This is an optimization exercise on Yosys and OpenROAD, whose aim is small area and a short achievable clock period, not a production implementation.
At most, simulation tests tie the RTL to the original design; equivalence was not proved.
No activity file was given, so power comes from the tool's default toggle rates.

==> flow/design.v (excerpt) <==
module m6502_org (clk,
   addr,
   dataenb,
   datai,
   datao,
   irq_n,
   nmi_n,
   sob_n,
   res_n,
   rdy,
   vpa,
   sync,
   we_n
   );
Size in the first run: about 2000 cells after synthesis, roughly 170 flip-flops.
export LEC_CHECK = 0
export ABC_AREA = 1
export CAP_MARGIN = 20
export CORE_MARGIN = 2
export CORE_UTILIZATION = 40
export GPL_ROUTABILITY_DRIVEN = 0
export PLACE_DENSITY = 0.7
export SETUP_SLACK_MARGIN = 5
export SLEW_MARGIN = 20
create_clock -name core_clock -period 10.0 [get_ports {clk}]
standard.sh (not shown) runs the stock make flow with config.mk's settings and CLKGATE_MAP_FILE= SYNTH_SCRIPT=/design/flow/synth_recipe.tcl, a recipe that flattens the netlist after the stock synthesis.
==> flow/flow/run.sh <==
#!/bin/bash
set -e
export BUFFER_PORTS_ARGS="-buffer_cell sky130_fd_sc_hd__buf_2"
bash standard.sh > standard.log 2>&1
Edit:
Settings changed: GPL_ROUTABILITY_DRIVEN 0 to unset.
Result: Register-to-register slack improved by 0.07 ns. Setup slack gets better by 0.012 ns. Routed wire length rose by 11%. Final cell count stays flat. Fmax hardly moves. Total power goes up by 0.49%. Design area stays flat. Via count came out lower by 0.97%. Utilization came out higher by 0.11 points.
Edit:
==> flow/flow/run.sh (replaced) <==
#!/bin/bash
set -e
export BUFFER_PORTS_ARGS="-buffer_cell sky130_fd_sc_hd__buf_1"
bash standard.sh > standard.log 2>&1
Settings changed: PLACE_DENSITY 0.7 to 0.6.
Outcome: The changed run ran to the end with no violations. First-iteration DRC count fell by 8.7%. Power rose by 1.0%. Core utilization barely changes. Final area is about the same. Via count barely changes. Clock-buffer cell count fell by 2. Global-route usage rose by 0.66 points. Clock power rose by 6.2%. Worst setup slack loses 0.0070 ns.
Edit:
==> flow/flow/run.sh (replaced) <==
#!/bin/bash
set -e
export BUFFER_PORTS_ARGS="-buffer_cell sky130_fd_sc_hd__buf_2"
bash standard.sh > standard.log 2>&1
Routed wire length barely changes. Global-route usage went down by 0.11 points. Clock skew fell by 0.0060 ns. Cell count stays flat. Sequential share of layout area goes down by 0.11 points. Critical path depth is lower by 1. Non-clock buffer count decreases by 4. Worst setup slack degrades by 0.022 ns. Clock power drops by about 1%. First-iteration DRC count came out higher by about 5%. Via count stays flat.
Edit:
==> flow/flow/run.sh (replaced) <==
#!/bin/bash
set -e
cp standard.sh standard_copy.sh.txt
export BUFFER_PORTS_ARGS="-buffer_cell sky130_fd_sc_hd__buf_4"
bash standard.sh > standard.log 2>&1
Power rose by 0.70%.
Via count fell by about 0.8%.
Non-clock buffer count rose by 8.
Setup slack improves by 0.037 ns.
Wire length rose by 2.7%.
Utilization rose by 0.55 points.
Register-to-register slack improves by 0.06 ns.
Area after synthesis stays the same.
Combinational power is about the same.
Die area does not change.
Edit:
==> flow/flow/run.sh (replaced) <==
#!/bin/bash
set -e
cp standard.sh standard_copy.sh.txt
export BUFFER_PORTS_ARGS="-buffer_cell sky130_fd_sc_hd__buf_2"
bash standard.sh > standard.log 2>&1
Result: The new run completed without violations; via count came out higher by 0.77%; hold slack loses 0.0035 ns; non-clock buffer count goes down by 8; global-route usage falls by 0.93 points; register-to-register slack loses 0.06 ns.

---

Setup of run A:
Another version of the RTL of m6502_org (not shown whole).
For scale: about 170 flip-flops, about 42 I/O pins, ~14000 um2 of cells after synthesis.
==> flow/config.mk <==
export PLATFORM = sky130hd
export DESIGN_NAME = m6502_org
export DESIGN_NICKNAME = m6502_org
export VERILOG_FILES = /design/flow/design.v
export SDC_FILE = /design/flow/constraint.sdc
export NUM_CORES = 4
export LEC_CHECK = 0
export ABC_AREA = 1
export CAP_MARGIN = 5
export CORE_MARGIN = 2
export CORE_UTILIZATION = 40
export PLACE_DENSITY = 0.6
export SETUP_SLACK_MARGIN = 5
export SLEW_MARGIN = 5
==> flow/constraint.sdc <==
create_clock -name core_clock -period 10.0 [get_ports {clk}]
set_input_delay 2.0000 -clock core_clock [delete_from_list [all_inputs] [get_ports {clk}]]
set_output_delay 2.0000 -clock core_clock [all_outputs]
set_load 0.01 [all_outputs]
==> flow/flow/run.sh <==
#!/bin/bash
set -e
cp standard.sh standard_copy.sh.txt
export BUFFER_PORTS_ARGS="-buffer_cell sky130_fd_sc_hd__buf_4"
bash standard.sh > standard.log 2>&1
Looking at the reports, run A completed the entire flow and the layout it produced met the timing, DRC and antenna checks.
Changes in run B relative to run A:
Settings: CTS_BUF_LIST newly set to sky130_fd_sc_hd__clkbuf_8; CTS_CLUSTER_DIAMETER newly set to 100; CAP_MARGIN changed from 5 to 20; SLEW_MARGIN changed from 5 to 20; CTS_CLUSTER_SIZE newly set to 30.
Results
Taking run A as the reference, in run B share of final layout cell area taken by clock buffers and inverters now sits lower; static leakage power saw a decrease; data arrival time of the critical path held. As far as minimum hold slack is concerned, run B and run A perform about the same. In terms of routed length on met3, run A and run B differ only marginally. Run B vs run A: area added between synthesis and finish down. In terms of fraction of layout instances using a drive strength above 1, run A and run B differ only marginally. Delta(top fanout value on the critical path, run B - run A) > 0. Run B vs. run A: combinational fraction of design power rose by 2.8 points; net switching power shrank by 18 uW. Fmax: run B vs run A, no meaningful difference.
Setup changes, run B to run C
Settings: clearing CTS_CLUSTER_DIAMETER, which used to be 100; clearing CTS_CLUSTER_SIZE, which used to be 30; clearing CTS_BUF_LIST, which used to be sky130_fd_sc_hd__clkbuf_8.
[summary]
- Run C ends up with a number of detailed-routing iterations run before antenna repair that is 3 lower than in run B.
- Looking at run C and run B, the worst hold slack is a wash.
- Taking run B as the reference point, the setup slack of the worst register-to-register path of run C rises by 0.15 ns.
- The largest fanout on the critical path in run C was lower than what run B gave.
- Compared with run B, run C ends up with more cell area.
- Summary of run C over run B: area of the die did not really move; maximum clock frequency did not really move.

---

red:
m6502_org, a different RTL version from the one above (not shown whole).
For scale: ~2,100 cells after synthesis, roughly 160 flip-flops, about 42 I/O pins.
## m6502_org
module m6502_org (clk,
   addr,
   dataenb,
   datai,
   datao,
   irq_n,
   nmi_n,
   sob_n,
   res_n,
   rdy,
   vpa,
   sync,
   we_n
   );
parameter LEFT = 0;
parameter RIGHT = 1;
input   clk;  
output  [15:0] addr;  
output  dataenb;  
input   [7:0] datai;  
output  [7:0] datao;  
input   irq_n;  
input   nmi_n;  
input   sob_n;  
input   res_n;  
input   rdy;  
output  vpa;  
output  sync;  
output  we_n;  
wire    [15:0] addr; 
wire    dataenb; 
wire    [7:0] datao; 
wire    vpa; 
wire    sync; 
wire    we_n; 
wire    [7:0] areg; 
wire    [7:0] sreg; 
wire    [7:0] xreg; 
wire    [7:0] yreg; 
wire    [7:0] pch; 
wire    [7:0] pcl; 
wire    [7:0] alu_out; 
wire    [7:0] dreg; 
wire    [7:0] psr; 
wire    [7:0] addrh;  
wire    [7:0] addrl;  
wire    [7:0] dataol;  
wire    [7:0] xregl;  
wire    [7:0] yregl;  
wire    [7:0] sregl;  
wire    [7:0] aregl;  
wire    [7:0] dregl;  
wire    [7:0] alu_outl;  
wire    [7:0] alu_binl;  
wire    [7:0] dataop;  
wire    [7:0] pchl;  
  ...
==> flow/config.mk <==
export PLATFORM = sky130hd
export DESIGN_NAME = m6502_org
export DESIGN_NICKNAME = m6502_org
export VERILOG_FILES = /design/flow/design.v
export SDC_FILE = /design/flow/constraint.sdc
export NUM_CORES = 4
export LEC_CHECK = 0
export ABC_AREA = 1
export CAP_MARGIN = 20
export CORE_MARGIN = 2
export CORE_UTILIZATION = 40
export PLACE_DENSITY = 0.6
export SETUP_SLACK_MARGIN = 4.7
export SLEW_MARGIN = 20
==> flow/constraint.sdc <==
create_clock -name core_clock -period 10.0 [get_ports {clk}]
set_input_delay 2.0000 -clock core_clock [delete_from_list [all_inputs] [get_ports {clk}]]
set_output_delay 2.0000 -clock core_clock [all_outputs]
set_load 0.01 [all_outputs]
Scripts as last shown in full above: flow/flow/run.sh
Looking at the reports, red completed the entire flow and the layout it produced met the timing, DRC and antenna checks.
Modified inputs, blue compared to red
Settings: SETUP_SLACK_MARGIN: 4.7 -> 4.
==> notes.md <==
- Via count: blue vs red, no meaningful difference
- red has lower sum of buffers and inverters on the critical path than blue.
- When the final numbers for red and blue were put side by side, the design area turned out to be greater in red.
- [compare] base=red new=blue: fraction of final layout cells with drive strength greater than 1 went down; met2 demand-to-capacity share in global routing -0.17 points; top achievable clock speed shrank by about 6%.
- Compared with red, in blue area occupied by registers comparable, first-iteration DRC count increased by 12 relative to the old numbers, final critical-path share of the clock period now sits higher.
- On detailed-route wire length per cell, red and blue are neck and neck.
- Capturing instance or port of the critical path: datao[0] -> blue, addr[13] -> red
Function was not checked in any run of this note: the RTL went through the layout flow alone.

afterwards: timing with drivers on the ports:
The results above use ideal ports. As a check the final layouts listed here were re-extracted and re-timed, cells and wires unchanged. Step 1, drivers: a clkbuf_16 drives clk and a buf_2 each remaining input, both assumed. Step 2 also shifts input and output timing later by t, the mid clock arrival at the registers, as if the neighbouring blocks saw the same clock. Three values: ideal ports, drivers, drivers and shift; two values: the first two.
run | t, ns | setup slack, ns | hold slack, ns | latest minus earliest clock arrival (ns) | worst register clock-pin slew, ns
the first run of note 1 | 0.492 | 5.124 / 5.077 / 5.014 | 0.354 / 0.354 / 0.354 | 0.017 / 0.017 | 0.08 / 0.08
the second run of note 1 | 0.511 | 5.136 / 5.078 / 4.757 | 0.352 / 0.352 / 0.352 | 0.024 / 0.024 | 0.09 / 0.09
the third run of note 1 | 0.506 | 5.129 / 5.072 / 4.821 | 0.358 / 0.358 / 0.358 | 0.022 / 0.021 | 0.09 / 0.09
the fourth run of note 1 | 0.499 | 5.107 / 5.051 / 4.883 | 0.358 / 0.358 / 0.358 | 0.018 / 0.018 | 0.09 / 0.09
the fifth run of note 1 | 0.506 | 5.145 / 5.089 / 4.689 | 0.362 / 0.362 / 0.362 | 0.026 / 0.025 | 0.09 / 0.09
the sixth run of note 1 | 0.499 | 5.107 / 5.051 / 4.883 | 0.358 / 0.358 / 0.358 | 0.018 / 0.018 | 0.09 / 0.09
run A | 0.502 | 5.095 / 5.035 / 4.899 | 0.358 / 0.358 / 0.358 | 0.024 / 0.024 | 0.08 / 0.08
run B | 0.541 | 5.098 / 5.047 / 4.644 | 0.361 / 0.361 / 0.361 | 0.034 / 0.034 | 0.12 / 0.12
run C | 0.502 | 5.095 / 5.035 / 4.899 | 0.358 / 0.358 / 0.358 | 0.024 / 0.024 | 0.08 / 0.08
red | 0.511 | 4.795 / 4.740 / 5.214 | 0.364 / 0.364 / 0.364 | 0.026 / 0.026 | 0.09 / 0.09
blue | 0.506 | 4.454 / 4.400 / 4.906 | 0.364 / 0.364 / 0.364 | 0.021 / 0.021 | 0.09 / 0.09
After both steps every run listed still meets setup and hold. The setup slack of the fifth run of note 1, which loses most, moves by -0.056 ns with the drivers and by -0.456 ns with both steps.
